Source: an optimization exercise on an open RTL-to-GDS flow (aim: small area). Production flows keep margins and buffers that such runs may drop. Only simulation tests tie the RTL to the original design; equivalence was not proved. No activity file was given, so power comes from the tool's default toggle rates.

$ cat flow/run.sh
#!/bin/bash
# synth_recipe.tcl (not shown) runs the flow's synth.tcl, then flattens the netlist and writes it again
# the make line also repeats each setting of config.mk as NAME=value (left out here)
make -C /OpenROAD-flow-scripts/flow DESIGN_CONFIG=/design/flow/config.mk WORK_HOME=/design/flow/orfs CLKGATE_MAP_FILE= SYNTH_SCRIPT=/design/flow/synth_recipe.tcl finish
$ cat flow/config.mk
export PLATFORM = sky130hd
export DESIGN_NAME = top
export DESIGN_NICKNAME = top
export VERILOG_FILES = /design/flow/design.v
export SDC_FILE = /design/flow/constraint.sdc
export NUM_CORES = 4
export LEC_CHECK = 0
export CAP_MARGIN = 20
export CORE_MARGIN = 2
export CORE_UTILIZATION = 40
export SLEW_MARGIN = 20
$ cat flow/constraint.sdc
create_clock -name core_clock -period 10.0 [get_ports {clk100Mhz}]
set_input_delay 2.0000 -clock core_clock [delete_from_list [all_inputs] [get_ports {clk100Mhz}]]
set_output_delay 2.0000 -clock core_clock [all_outputs]
set_load 0.01 [all_outputs]
$ cat flow/design.v
module debouncer (clk100Mhz, rst, i_sig, o_sig_debounced);
   input clk100Mhz;          
   input rst;      
   input  i_sig;
   output o_sig_debounced;
    reg                isig_rg, isig_sync_rg              ;         
    reg                sig_rg, sig_d_rg, sig_debounced_rg ;         
    reg [3 : 0] counter_rg  ;         
    always @(posedge clk100Mhz)
    begin
       if (rst)
       begin
          sig_rg           <= 0 ;
          sig_d_rg         <= 0 ;
          sig_debounced_rg <= 0 ;
          counter_rg       <=  1;
       end
       else
       begin
          sig_rg   <= isig_sync_rg  ;
          sig_d_rg <= sig_rg        ;
          counter_rg <= (sig_d_rg == sig_rg) ? counter_rg + 1 : 1 ;
          if (counter_rg [3])
          begin
             sig_debounced_rg <= sig_d_rg ;
          end
       end
    end
    always @(posedge clk100Mhz) begin
       if (rst)
       begin
          isig_rg      <= 0 ;
          isig_sync_rg <= 0 ;
       end
       else
       begin
          isig_rg      <= i_sig   ;         
          isig_sync_rg <= isig_rg ;         
       end
    end
    assign o_sig_debounced = sig_debounced_rg ;
endmodule
`timescale 1ns / 1ps
module pulse_generator #(
    parameter CW = 7,            
    parameter WALK_N = 100,      
    parameter JOG_N = 50,        
    parameter RUN_N = 25         
)(
    input [1:0] MODE,
    input START,
    input rst,
    input STOP,
    input clk100Mhz,
    output reg pulse
);
    reg [CW-1:0] count;
    reg generating_checkpoint;
    always@(posedge clk100Mhz) 
    begin
        if(rst) begin
            generating_checkpoint <= 0;
            count <= 0;
            pulse <= 0;
        end
        else 
        begin
            pulse <= 0;
            if(STOP)
                generating_checkpoint <= 0;
            else if(START)
                generating_checkpoint <= 1;
            if(generating_checkpoint) 
            begin
                count <= count + 1;
                case(MODE)
                    2'b00: begin  
                        if(count >= WALK_N) begin
                            count <= 0;
                            pulse <= 1;
                        end
                    end
                    2'b01: begin 
                        if(count >= JOG_N) begin
                            count <= 0;
                            pulse <= 1;
                        end
                    end
                    2'b10: 
                    begin 
                        if(count >= RUN_N) begin
                            count <= 0;
                            pulse <= 1;
                        end
                    end
                    2'b11: 
                    begin  
                        count <= 0;
                        pulse <= 0;
                    end
                endcase
            end
            else 
            begin
                count <= 0;
            end
        end
    end
endmodule
`timescale 1ns / 1ps
`timescale 1ns / 1ps
module fitbitTracker(
input pulseSignal,
input clk100Mhz,
input rst,
output reg [15:0] step,
output reg [15:0] stepdisplay,
output [15:0] distancedisplay,
output reg OFLOW
    );
    always@(posedge clk100Mhz)
        begin
        if(rst) begin
            stepdisplay  <= 0 ;
            stepdisplay <= 0 ;
            OFLOW <= 0 ;
            step<=0;
        end
        else if (pulseSignal) 
        begin
         step <=  step  + 1;
           if(step < 9999)
           begin
            stepdisplay  <=  step;
             end
             else begin
             stepdisplay <= 9999;
             OFLOW  <= 1;
         end
       end
    end
  assign distancedisplay = step >> 11;
    endmodule
module bin2bcd_fsm(clk100Mhz, rst, start, bin, bcd);
    input clk100Mhz, rst, start;
    input [13:0] bin;
    output reg [15:0] bcd;
    reg [13:0] r_bin;  
    reg [15:0] w_bcd;  
    reg [3:0] counter;
    reg [1:0] state;
    localparam START_case = 0, SHIFT = 1, CHECK_ADD = 2, FINISH = 3;
    always @(posedge clk100Mhz)
    begin
        if(rst)
        begin
            counter <= 0;
            state <= START_case;
            bcd <= 0;
            w_bcd <= 0;
			r_bin<=0;
        end
        else
        begin
            case(state)
                START_case:
                begin
                    counter <= 0;
                    if(start)
                    begin
                        state <= SHIFT;
                        w_bcd <= 0;
                        r_bin <= bin;
                    end
                    else
                        state <= START_case;
                end
                SHIFT:
                begin
                    w_bcd <= w_bcd << 1;
                    w_bcd[0] <= r_bin[13];
                    r_bin <= r_bin << 1;
                    counter <= counter + 1;
                    state <= CHECK_ADD;
                end
                CHECK_ADD:
                begin
                    if(w_bcd[3:0] >= 5)
                        w_bcd[3:0] <= w_bcd[3:0] + 3;
                    if(w_bcd[7:4] >= 5)
                        w_bcd[7:4] <= w_bcd[7:4] + 3;
                    if(w_bcd[11:8] >= 5)
                        w_bcd[11:8] <= w_bcd[11:8] + 3;
                    if(w_bcd[15:12] >= 5)
                        w_bcd[15:12] <= w_bcd[15:12] + 3;
                    if(counter < (13))  
                        state <= SHIFT;
                    else
                        state <= FINISH;
                end
                FINISH:
                begin
                    bcd <= {w_bcd[14:0], r_bin[13]};
                    state <= START_case;
                end
            endcase
        end
    end
endmodule
`timescale 1ns / 1ps
module Rotator #(
    parameter CW = 11,           
    parameter PERIOD = 2000      
)(
    input clk100Mhz,          
    input rst,  
    input [15:0] step_count,   
    input [15:0] distance,     
    input [3:0] mode,          
    output reg [15:0] display_value, 
    output reg dp              
);
    parameter STATE_STEPS = 2'b00;
    parameter STATE_DIST = 2'b01;
    parameter STATE_MODE = 2'b10;
    reg [CW-1:0] counter;    
    reg [1:0] display_mode;   
    always @(*)
     begin
        case (display_mode)
            STATE_STEPS:
             begin
                display_value = step_count;  
                dp = 0;              
            end
            STATE_DIST:
             begin
                   display_value = distance;
                dp = 1;              
            end
            STATE_MODE: 
            begin
                   display_value = {12'b0, mode};  
                dp = 0;              
            end
            default: 
            begin
                   display_value = 16'b0;
                dp = 0;
            end
        endcase
    end
    always @(posedge clk100Mhz)
     begin
        if (rst)
         begin
            counter <= 0;
            display_mode <= STATE_STEPS;
        end 
        else 
        begin
            if (counter == PERIOD - 1) 
            begin
               counter <= 0;
                case (display_mode)
                    STATE_STEPS: display_mode <= STATE_DIST;
                    STATE_DIST: display_mode <= STATE_MODE;
                    default: display_mode <= STATE_STEPS;
                endcase
            end 
            else
             begin
                counter <= counter + 1;
            end
        end
    end
endmodule
`timescale 1ns / 1ps
module segment_driver #(
    parameter RW = 7             
)(
    input wire clk100Mhz,           
    input wire rst,               
    input wire [15:0] display_value,    
    input wire display_dp,          
    output reg [7:1] cathodes,      
    output reg [3:0] anodes         
);
    reg [7:0] segment_pattern;  
    reg [RW-1:0] refresh_counter;  
    reg [3:0] digit_to_show;   
    reg decimal_status;   
    wire [1:0] digit_select;
    always @(*) begin
        case (digit_to_show)
            4'h0: segment_pattern[6:0] = 7'b1000000;   
            4'h1: segment_pattern[6:0] = 7'b1111001;   
            4'h2: segment_pattern[6:0] = 7'b0100100;   
            4'h3: segment_pattern[6:0] = 7'b0110000;   
            4'h4: segment_pattern[6:0] = 7'b0011001;   
            4'h5: segment_pattern[6:0] = 7'b0010010;   
            4'h6: segment_pattern[6:0] = 7'b0000010;   
            4'h7: segment_pattern[6:0] = 7'b1111000;   
            4'h8: segment_pattern[6:0] = 7'b0000000;   
            4'h9: segment_pattern[6:0] = 7'b0010000;   
            default: segment_pattern[6:0] = 7'b1111111;
        endcase
        segment_pattern[7] = decimal_status;   
        cathodes = segment_pattern;   
    end
    assign digit_select = refresh_counter[RW-2:RW-3];
    always @(posedge clk100Mhz) begin
        if (rst)
            refresh_counter <= 0;
        else
            refresh_counter <= refresh_counter + 1;
    end
    always @(*) begin
        case (digit_select)
            2'b00: begin   
                anodes = 4'b1110;
                digit_to_show = display_value[3:0];
                decimal_status = 1;   
            end
            2'b01: begin   
                anodes = 4'b1101;
                digit_to_show = display_value[7:4];
                decimal_status = !display_dp;   
            end
            2'b10: begin   
                anodes = 4'b1011;
                digit_to_show = display_value[11:8];
                decimal_status = 1;   
            end
            2'b11: begin   
                anodes = 4'b0111;
                digit_to_show = display_value[15:12];
                decimal_status = 1;   
            end
            default: begin
                anodes = 4'b1111;
                digit_to_show = 4'b0000;
                decimal_status = 1;   
            end
        endcase
    end
endmodule
`timescale 1ns / 1ps
module top(
    input clk100Mhz,
    input [1:0] mode,
    input START,
    input STOP,
    input rst,
    output [7:1] cathode,
    output [3:0] anode,
    output overflow
);
wire start_db, stop_db;
wire pulse;
wire [15:0] step, stepdisplay, distancedisplay;
wire [15:0] bcd_step, bcd_distance;
wire [15:0] display_value;
wire dp;
debouncer db_start (.clk100Mhz(clk100Mhz), .rst(rst), .i_sig(START), .o_sig_debounced(start_db));
debouncer db_stop  (.clk100Mhz(clk100Mhz), .rst(rst), .i_sig(STOP),  .o_sig_debounced(stop_db));
pulse_generator pg (
    .MODE(mode),
    .START(start_db),
    .rst(rst),
    .STOP(stop_db),
    .clk100Mhz(clk100Mhz),
    .pulse(pulse)
);
fitbitTracker tracker (
    .pulseSignal(pulse),
    .clk100Mhz(clk100Mhz),
    .rst(rst),
    .step(step),
    .stepdisplay(stepdisplay),
    .distancedisplay(distancedisplay),
    .OFLOW(overflow)
);
bin2bcd_fsm bin2bcd_step (
    .clk100Mhz(clk100Mhz),
    .rst(rst),
    .start(1'b1),  
    .bin(stepdisplay[13:0]),
    .bcd(bcd_step)
);
bin2bcd_fsm bin2bcd_dist (
    .clk100Mhz(clk100Mhz),
    .rst(rst),
    .start(1'b1),
    .bin(distancedisplay[13:0]),
    .bcd(bcd_distance)
);
Rotator rotator (
    .clk100Mhz(clk100Mhz),
    .rst(rst),
    .step_count(bcd_step),
    .distance(bcd_distance),
    .mode({2'b00, mode}),  
    .display_value(display_value),
    .dp(dp)
);
segment_driver seg_driver (
    .clk100Mhz(clk100Mhz),
    .rst(rst),
    .display_value(display_value),
    .display_dp(dp),
    .cathodes(cathode),
    .anodes(anode)
);
endmodule
==> summary.txt <==
-- critical path, stage by stage --
cell and delay, ns:
clkdlybuf4s50_1 0.53, o2bb2ai_1 0.20, a211oi_2 0.49, inv_1 0.13
ha_1 0.31, a221o_1 0.33, clkdlybuf4s50_1 0.48
-- registers in the layout, indices dropped and copies added, names as in the netlist, 6 cells and up --
name,flops
bin2bcd_step.r_bin,14
bin2bcd_step.w_bcd,16
tracker.stepdisplay,14
bin2bcd_dist.r_bin,14
pg.count,7
bin2bcd_dist.w_bcd,16
bin2bcd_dist.bcd,16
bin2bcd_step.bcd,16
seg_driver.refresh_counter,6
rotator.counter,11
tracker.step,16
-- routing by layer --
layer | track usage | vias to the layer above
met5 | 0 | -
li1 | - | 3389
met4 | 0.0350 | 0
met2 | 0.247 | 35
met3 | 0.0380 | 7
met1 | 0.199 | 3098
-- power breakdown --
part / total [mW] / internal (mW) / switching, mW / leakage [nW]
Clock: 0.708 / 0.433 / 0.275 / 0.308
Sequential: 0.741 / 0.732 / 0.00955 / 1.46
Combinational: 0.119 / 0.0410 / 0.0777 / 1.65
Total: 1.57 / 1.21 / 0.362 / 3.42
-- final cells by class --
cell class,instances,area share
repair buffers,22,0.0213
multi-input cells,720,0.479
clock inverters,11,0.0176
flip-flops and latches,181,0.377
inverters,55,0.0215
clock buffers,21,0.0479
well taps,275,0.0358
-- how the worst min path moves through the flow --
stage	start	end	slack [ns]	depth (start not counted)
after floorplan	db_start.counter_rg[0]	db_start.counter_rg[0]	0.38	1
after global placement	db_start.counter_rg[0]	db_start.counter_rg[0]	0.38	1
after detailed placement	db_start.counter_rg[0]	db_start.counter_rg[0]	0.39	1
after CTS	db_start.counter_rg[0]	db_start.counter_rg[0]	0.41	1
after global routing	db_stop.counter_rg[0]	db_stop.counter_rg[0]	0.42	1
final	db_start.counter_rg[0]	db_start.counter_rg[0]	0.40	1
-- kinds of logic (layout without fill, tap and decap cells) --
kind of cell / after synthesis / after routing / share of synthesized area
AO/OA/AOI/OAI: 175 / 175 / 0.125
XOR/XNOR: 50 / 50 / 0.0504
adder cells (fa/ha/maj): 39 / 39 / 0.0561
buffers and inverters: 112 / 109 / 0.0532
flip-flops: 181 / 181 / 0.417
multiplexers: 76 / 76 / 0.0875
AND/OR/NAND/NOR: 380 / 380 / 0.211
-- layout by cell type, fill, tap and decap left out, types with 10 or more instances in the layout --
cell type / count
a21oi_1: 76
mux2i_1: 76
clkdlybuf4s50_1: 16
ha_1: 39
nand4_1: 12
nor2_1: 158
nor3_1: 12
nand2b_1: 38
xor2_1: 22
inv_1: 54
nor3b_1: 10
nand3_1: 47
nor2b_1: 20
xnor2_1: 28
o21ai_0: 41
nand2_1: 46
dfxtp_1: 181
clkbuf_16: 17
-- stage by stage --
stage / cells / hold WS (ns) / power, mW
global route: 1285 / 0.418 / 1.64
CTS: 1285 / 0.405 / 1.59
finish: 1285 / 0.398 / 1.57
floorplan: 1013 / 0.376 / 0.850
global placement: 1253 / 0.385 / 0.876
detailed placement: 1253 / 0.390 / 0.878
==> summary.txt <==
status no timing/DRC/antenna violations; WL met1 8.28 mm; minimum clock period approximately 6.5 ns; Main synth FF type dfxtp_1; final hold vios 0; Residual DRC 0; htree depth 4; asr flop ratio synth 0; Fillers 2072; Fmax 154 MHz; Chip Width 151 um; Area contributors post-synth dfxtp_1 (42%), mux2i_1 (8.7%), nor2_1 (6.8%); vias per cell 5.08; synth warn 6; WL/cell 12.8 um; IO buf count 17; Post-CTS Resized 0; power per cell area 163 mW/mm^2; Placed Area 0.00899 sq mm; WP data required 8.00 ns; Net Count, Synth roughly 1100; Syn-to-layout area delta 10.6%; CP Capture Type output port; final slew viol count 0; total grt overflow 0; Hold Buf Count CTS 0; n_diodes 0; Final period util 0.648; sequential area share after synthesis 0.417; CTS Sinks approximately 180; total CTS buffers 17; post-DP HPWL 10.8 mm; final worst slack 3.52 ns; layout cells sized above 1 0.0554; Boundary Pins 18; worst-margin pin slew 1.00 ns; TNS Setup 0 ns; Slew headroom 0.332; Clock Tree Buf Depth 2; Root Buffer clkbuf_16; Yosys top cell area share 0.417; buffers inserted by post-CTS timing repair 0; post-synthesis register bit count 181; Starting Density 0.411; Initial DRC Count around 320; initial antenna violation count 0; Hold Crit Class flip-flop to flip-flop; CP Capture Point cathode[4]; Startpoint Class primary input; Final Instance Area slightly below 0.01 sq mm; most frequent cells after synthesis dfxtp_1 (181), nor2_1 (158), a21oi_1 (76), mux2i_1 (76), inv_1 (54); drt first pass iters 4; Worst-Skew Late Latency 0.42 ns; clock slew at reported path FFs 0.06 ns; routed via count 6529; GRT Overall Usage 0.151; Synth cell types 67; Crit path arrival time 4.48 ns; LEAKAGE 3.42 nW; Post-synth EDFFs 0; core area 0.0212 sq mm; Reg2Reg Depth 6; worst-path maximum fanout 7; Clock Skew 0.00933 ns; most numerous cell in the Yosys netlist dfxtp_1; RSZ-0062 raised after global routing no; dpl ws 3.51 ns; Setup-failing EPs final 0; final cell utilization of the core 0.455; worst reg-to-reg setup slack 7.53 ns; Synth area leader dfxtp_1; Mapped Avg Cell Area 8.58 sq um; Top Metal Used met4; Setup crit start mode[1]; Syn Inst Count 1013; number of global-route vias before repair 5995; # nets final about 1000; first-pass GRT wire length 28.2 mm; Routed Antenna Nets 0; Die Height 151 um; CTS tree built; Peak VDD IR approximately 0.12 mV; Post-Syn Area 0.00870 sq mm; # rows 53; FF/Latch Area 0.00362 sq mm; maxcap violations 0; Die ar. 0.0229 sq mm; final wirelength between 15 and 20 mm; met3 WL 418 um; critical path type primary input to output port; critical register-to-register path startpoint bin2bcd_step.state[1]; largest net degree at the start of global routing a little over 60; Final Wtd Congestion 0.766; metal2 WL about 7.7 mm; Multi-input gate area 0.00461 sq mm; reg-to-reg endpoint bin2bcd_step.w_bcd[0]

afterwards: timing with drivers on the ports:
Ports are ideal in the flow. The routed layout listed here was re-timed in OpenROAD. Step 1 (the two cells are an assumption about what drives the block):
set clk [get_ports {clk100Mhz}]
set_driving_cell -lib_cell sky130_fd_sc_hd__clkbuf_16 $clk
set_driving_cell -lib_cell sky130_fd_sc_hd__buf_2 [delete_from_list [all_inputs] $clk]
Step 2, shift: input delay + t, output delay - t, t = (earliest + latest rising clock arrival at the registers) / 2. This alone moves slack from input paths to output paths. Three values: ideal, step 1, step 2; two values: the first two.
shift t [ns]: 0.462
setup slack, ns: 3.516 / 3.484 / 3.484
worst setup path after step 2: input to output
latest minus earliest clock arrival (ns): 0.013 / 0.013
pins driven straight from the clock port: 1
After both steps this run still meets setup and hold. The setup slack of this run moves by -0.032 ns with the drivers and by -0.032 ns with both steps.
